Context: an optimization exercise on an open-source flow, tuned for small area. The choices shown serve that exercise and are no tape-out recipe.
The RTL was checked by simulation tests, not by an equivalence proof against the original design.
Power figures rest on the tool's default switching activity, not on a simulated workload.

## job 101
// vga_display
module vga_display(
    input wire clk, reset,
    input cpu_isAttacking,
    input wire [3:0] p1_health_out, cpu_health_out,
    input wire [3:0] keyboard_input,
    output wire hSync, vSync,
    output wire [11:0] VGA
    );
    reg [1:0] count;
    reg pixel_strobe;
    reg [5:0] hq;
    reg [4:0] hr, vq, vr;
    wire [1:0] count_n;
    wire pixel_strobe_n;
    wire [5:0] hq_n;
    wire [4:0] hr_n, vq_n, vr_n;
    always @(posedge clk) begin
        count <= count_n;
        pixel_strobe <= pixel_strobe_n;
        hq <= hq_n;
        hr <= hr_n;
        vq <= vq_n;
        vr <= vr_n;
    end
    vga_logic logic_i (.reset(reset), .count(count), .pixel_strobe(pixel_strobe),
        .hq(hq), .hr(hr), .vq(vq), .vr(vr),
        .cpu_isAttacking(cpu_isAttacking), .p1_health_out(p1_health_out), .cpu_health_out(cpu_health_out),
        .keyboard_input(keyboard_input),
        .count_n(count_n), .pixel_strobe_n(pixel_strobe_n), .hq_n(hq_n), .hr_n(hr_n), .vq_n(vq_n), .vr_n(vr_n),
        .hSync(hSync), .vSync(vSync), .VGA(VGA));
endmodule
==> flow/config.mk <==
export PLATFORM = sky130hd
export DESIGN_NAME = vga_display
export DESIGN_NICKNAME = vga_display
export VERILOG_FILES = /design/flow/design.v
export SDC_FILE = /design/flow/constraint.sdc
export NUM_CORES = 4
export LEC_CHECK = 0
export CAP_MARGIN = 20
export CORE_MARGIN = 2
export CORE_UTILIZATION = 40
export CTS_BUF_LIST = sky130_fd_sc_hd__clkbuf_8
export PLACE_DENSITY = 0.5
export SLEW_MARGIN = 20
==> flow/constraint.sdc <==
create_clock -name core_clock -period 10.0 [get_ports {clk}]
set_input_delay 2.0000 -clock core_clock [delete_from_list [all_inputs] [get_ports {clk}]]
set_output_delay 2.0000 -clock core_clock [all_outputs]
set_load 0.01 [all_outputs]
standard.sh (not shown) runs the stock make flow with config.mk's settings and CLKGATE_MAP_FILE= SYNTH_SCRIPT=/design/flow/synth_recipe.tcl, a recipe that flattens the netlist after the stock synthesis.
==> flow/flow/run.sh <==
#!/bin/bash
# Own layout flow: the standard ORFS flow (standard.sh) with three changes to synthesis and
# placement, none to the registers (their names and cell types are the standard synthesis's):
#  - the technology-mapping ABC call uses an area-oriented script (flow/abc_area_own.script)
#    instead of ORFS's delay-oriented one;
#  - half and full adders are left to ABC as plain gates (ADDER_MAP_FILE empty) instead of being
#    mapped to adder cells before ABC;
#  - ports are buffered as in the standard flow, but with the smallest buffer (buf_1);
#  - clock tree synthesis clusters up to 30 sinks per buffer and inserts no dummy loads.
# ORFS writes each tool's log under orfs/logs/; make's own output goes to flow_make.log here.
set -euo pipefail
W=$(pwd)
{
  echo "proc abc {args} {"
  echo "  set i [lsearch -exact \$args -script]"
  echo "  if {\$i >= 0} { lset args [expr {\$i + 1}] $W/flow/abc_area_own.script }"
  echo "  yosys abc {*}\$args"
  echo "}"
  cat "$W/synth_recipe.tcl"
} > "$W/own_synth.tcl"
sed "s#SYNTH_SCRIPT=[^ ]*#SYNTH_SCRIPT=$W/own_synth.tcl ADDER_MAP_FILE=#" "$W/standard.sh" > "$W/own_standard.sh"
grep -q "SYNTH_SCRIPT=$W/own_synth.tcl" "$W/own_standard.sh"
export BUFFER_PORTS_ARGS="-buffer_cell sky130_fd_sc_hd__buf_1"
export CTS_ARGS="-sink_clustering_enable -repair_clock_nets -buf_list sky130_fd_sc_hd__clkbuf_8 -sink_clustering_size 30 -sink_clustering_max_diameter 500 -dont_use_dummy_load"
bash "$W/own_standard.sh" > "$W/flow_make.log" 2>&1
==> flow/flow/abc_area_own.script <==
strash
dch -f
amap
topo
Relative to job 101, the following input files were edited for job 102:
Settings: CORE_UTILIZATION: 40 -> 50; PLACE_DENSITY: 0.5 -> 0.6.
--- outcome ---
Job 102 closes out successfully: all stages finished, all timing, DRC and antenna checks passed.
Job 102 vs job 101, number of non-clock buffers went down by 2.
Re final cycle utilization of the critical path: job 102 and job 101 aren't equal, and the lower value belongs to job 102.
Clock network contribution to total cell area: job 102 vs job 101, no meaningful difference
Between job 101 and job 102, the flow reports via count increasing slightly.
Job 102: count of cell instances traversed by the critical path is 1 higher than what job 101 reported.

* * *

vga_display, a different RTL version from the one above (not shown whole).
Size in the first run: roughly 480 cells after synthesis, about 24 flip-flops, about 29 I/O pins, ~0.0027 sq mm of cells after synthesis.
clock: 10.0 ns
lec_check: 0
cap_margin: 5
core_margin: 2
core_utilization: 50
cts_buf_list: sky130_fd_sc_hd__clkbuf_8
place_density: 0.6
slew_margin: 5
==> flow/flow/run.sh <==
#!/bin/bash
# Own layout flow: the standard ORFS flow (standard.sh) with three changes to synthesis and
# placement, none to the registers (their names and cell types are the standard synthesis's):
#  - the technology-mapping ABC call uses an area-oriented script (flow/abc_area_own.script)
#    instead of ORFS's delay-oriented one;
#  - half and full adders are left to ABC as plain gates (ADDER_MAP_FILE empty) instead of being
#    mapped to adder cells before ABC;
#  - ports are buffered as in the standard flow, but with the smallest buffer (buf_1).
# ORFS writes each tool's log under orfs/logs/; make's own output goes to flow_make.log here.
set -euo pipefail
W=$(pwd)
{
  echo "proc abc {args} {"
  echo "  set i [lsearch -exact \$args -script]"
  echo "  if {\$i >= 0} { lset args [expr {\$i + 1}] $W/flow/abc_area_own.script }"
  echo "  yosys abc {*}\$args"
  echo "}"
  cat "$W/synth_recipe.tcl"
} > "$W/own_synth.tcl"
sed "s#SYNTH_SCRIPT=[^ ]*#SYNTH_SCRIPT=$W/own_synth.tcl ADDER_MAP_FILE=#" "$W/standard.sh" > "$W/own_standard.sh"
grep -q "SYNTH_SCRIPT=$W/own_synth.tcl" "$W/own_standard.sh"
export BUFFER_PORTS_ARGS="-buffer_cell sky130_fd_sc_hd__buf_1"
bash "$W/own_standard.sh" > "$W/flow_make.log" 2>&1
Scripts as last shown in full above: flow/flow/abc_area_own.script
Edit:
==> flow/flow/run.sh (replaced) <==
#!/bin/bash
# Own layout flow: the standard ORFS flow (standard.sh), unchanged except that the
# technology-mapping ABC call of the standard synthesis uses an area-oriented script
# (flow/abc_area_own.script) instead of ORFS's delay-oriented one. Registers, their names and
# cell types are those of the standard synthesis. Half and full adders are left to ABC as plain
# gates (ADDER_MAP_FILE empty) instead of being mapped to adder cells before ABC. Ports are buffered as in the standard flow, with
# the smallest buffer (buf_1) instead of ORFS's default choice. ORFS writes each tool's log under
# orfs/logs/; make's own output goes to flow_make.log here.
set -euo pipefail
W=$(pwd)
{
  echo "proc abc {args} {"
  echo "  set i [lsearch -exact \$args -script]"
  echo "  if {\$i >= 0} { lset args [expr {\$i + 1}] $W/flow/abc_area_own.script }"
  echo "  yosys abc {*}\$args"
  echo "}"
  cat "$W/synth_recipe.tcl"
} > "$W/own_synth.tcl"
sed "s#SYNTH_SCRIPT=[^ ]*#SYNTH_SCRIPT=$W/own_synth.tcl ADDER_MAP_FILE=#" "$W/standard.sh" > "$W/own_standard.sh"
grep -q "SYNTH_SCRIPT=$W/own_synth.tcl" "$W/own_standard.sh"
export BUFFER_PORTS_ARGS="-buffer_cell sky130_fd_sc_hd__buf_1"
bash "$W/own_standard.sh" > "$W/flow_make.log" 2>&1
Settings changed: CAP_MARGIN 5 to 20, SLEW_MARGIN 5 to 20.
What happened: The new run completed with no timing, DRC or antenna violations; combinational power stays flat; critical path depth does not change; total power does not change; routed wire length does not change; synthesized cell count does not change; die area is unchanged; clock-buffer cell count is unchanged; clock power stays flat; synthesized area does not change; via count stays the same.
Edit:
==> flow/flow/run.sh (replaced) <==
#!/bin/bash
# Own layout flow: the standard ORFS flow (standard.sh) with three changes to synthesis and
# placement, none to the registers (their names and cell types are the standard synthesis's):
#  - the technology-mapping ABC call uses an area-oriented script (flow/abc_area_own.script)
#    instead of ORFS's delay-oriented one;
#  - half and full adders are left to ABC as plain gates (ADDER_MAP_FILE empty) instead of being
#    mapped to adder cells before ABC;
#  - ports are buffered as in the standard flow, but with the smallest buffer (buf_1).
# ORFS writes each tool's log under orfs/logs/; make's own output goes to flow_make.log here.
set -euo pipefail
W=$(pwd)
{
  echo "proc abc {args} {"
  echo "  set i [lsearch -exact \$args -script]"
  echo "  if {\$i >= 0} { lset args [expr {\$i + 1}] $W/flow/abc_area_own.script }"
  echo "  yosys abc {*}\$args"
  echo "}"
  cat "$W/synth_recipe.tcl"
} > "$W/own_synth.tcl"
sed "s#SYNTH_SCRIPT=[^ ]*#SYNTH_SCRIPT=$W/own_synth.tcl ADDER_MAP_FILE=#" "$W/standard.sh" > "$W/own_standard.sh"
grep -q "SYNTH_SCRIPT=$W/own_synth.tcl" "$W/own_standard.sh"
export BUFFER_PORTS_ARGS="-buffer_cell sky130_fd_sc_hd__buf_1"
bash "$W/own_standard.sh" > "$W/flow_make.log" 2>&1
Settings changed: CTS_CLUSTER_DIAMETER from default to 200, CTS_CLUSTER_SIZE from default to 30, GPL_TIMING_DRIVEN from default to 0.
What happened:
- The new run finished clean
- power drops by 0.55%
- design area hardly moves
- routed wire length drops by about 4%
- synthesized area does not change
Edit:
==> flow/flow/run.sh (replaced) <==
#!/bin/bash
# Own layout flow: the standard ORFS flow (standard.sh), unchanged except that the
# technology-mapping ABC call of the standard synthesis uses an area-oriented script
# (flow/abc_area_own.script) instead of ORFS's delay-oriented one. Registers, their names and
# cell types are those of the standard synthesis. Ports are buffered as in the standard flow, with
# the smallest buffer (buf_1) instead of ORFS's default choice. ORFS writes each tool's log under
# orfs/logs/; make's own output goes to flow_make.log here.
set -euo pipefail
W=$(pwd)
{
  echo "proc abc {args} {"
  echo "  set i [lsearch -exact \$args -script]"
  echo "  if {\$i >= 0} { lset args [expr {\$i + 1}] $W/flow/abc_area_own.script }"
  echo "  yosys abc {*}\$args"
  echo "}"
  cat "$W/synth_recipe.tcl"
} > "$W/own_synth.tcl"
sed "s#SYNTH_SCRIPT=[^ ]*#SYNTH_SCRIPT=$W/own_synth.tcl#" "$W/standard.sh" > "$W/own_standard.sh"
grep -q "SYNTH_SCRIPT=$W/own_synth.tcl" "$W/own_standard.sh"
export BUFFER_PORTS_ARGS="-buffer_cell sky130_fd_sc_hd__buf_1"
bash "$W/own_standard.sh" > "$W/flow_make.log" 2>&1
Settings changed: CTS_CLUSTER_DIAMETER 200 to default, CTS_CLUSTER_SIZE 30 to default, GPL_TIMING_DRIVEN 0 to default.
Core utilization came out lower by 0.28 points.
Sequential cell count is unchanged.
Routed wire length rose by a few percent.
Area after synthesis is higher by a few percent.
Cell area is higher by a few percent.
Final cell count rose slightly.
Worst setup slack gets better by 0.12 ns.
Edit:
==> flow/flow/run.sh (replaced) <==
#!/bin/bash
# Own layout flow: the standard ORFS flow (standard.sh) with three changes to synthesis and
# placement, none to the registers (their names and cell types are the standard synthesis's):
#  - the technology-mapping ABC call uses an area-oriented script (flow/abc_area_own.script)
#    instead of ORFS's delay-oriented one;
#  - half and full adders are left to ABC as plain gates (ADDER_MAP_FILE empty) instead of being
#    mapped to adder cells before ABC;
#  - ports are buffered as in the standard flow, but with the smallest buffer (buf_1).
# ORFS writes each tool's log under orfs/logs/; make's own output goes to flow_make.log here.
set -euo pipefail
W=$(pwd)
{
  echo "proc abc {args} {"
  echo "  set i [lsearch -exact \$args -script]"
  echo "  if {\$i >= 0} { lset args [expr {\$i + 1}] $W/flow/abc_area_own.script }"
  echo "  yosys abc {*}\$args"
  echo "}"
  cat "$W/synth_recipe.tcl"
} > "$W/own_synth.tcl"
sed "s#SYNTH_SCRIPT=[^ ]*#SYNTH_SCRIPT=$W/own_synth.tcl ADDER_MAP_FILE=#" "$W/standard.sh" > "$W/own_standard.sh"
grep -q "SYNTH_SCRIPT=$W/own_synth.tcl" "$W/own_standard.sh"
export BUFFER_PORTS_ARGS="-buffer_cell sky130_fd_sc_hd__buf_1"
bash "$W/own_standard.sh" > "$W/flow_make.log" 2>&1
Final cell count came out lower by 0.67%.
Power barely changes.
Worst setup slack loses 0.044 ns.

[static timing again, ports no longer ideal]
The flow's constraints put no driver on any port. The routed layouts listed below were extracted and timed again, unchanged, in two steps. Step 1 sets driving cells, clkbuf_16 on the clock port and buf_2 on the other inputs (assumed; they add their load-dependent delay and slew). Step 2, shift: input delay + t, output delay - t, t = (earliest + latest rising clock arrival at the registers) / 2. This alone moves slack from input paths to output paths. Slacks: ideal / step 1 / step 2; pairs: ideal / step 1.
run | t, ns | setup slack, ns | worst setup path after step 2
job 101 | 0.289 | 0.646 / 0.619 / 0.909 | register to output
job 102 | 0.285 | 0.688 / 0.663 / 0.948 | register to output
the first run of note 2 | 0.284 | 0.497 / 0.476 / 0.476 | input to output
the second run of note 2 | 0.284 | 0.497 / 0.476 / 0.476 | input to output
the third run of note 2 | 0.283 | 0.424 / 0.403 / 0.403 | input to output
the fourth run of note 2 | 0.284 | 0.540 / 0.517 / 0.517 | input to output
the fifth run of note 2 | 0.284 | 0.497 / 0.476 / 0.476 | input to output
After both steps setup and hold are still met in every run listed. The setup slack of the fourth run of note 2, which loses most, moves by -0.023 ns with the drivers and by -0.023 ns with both steps.
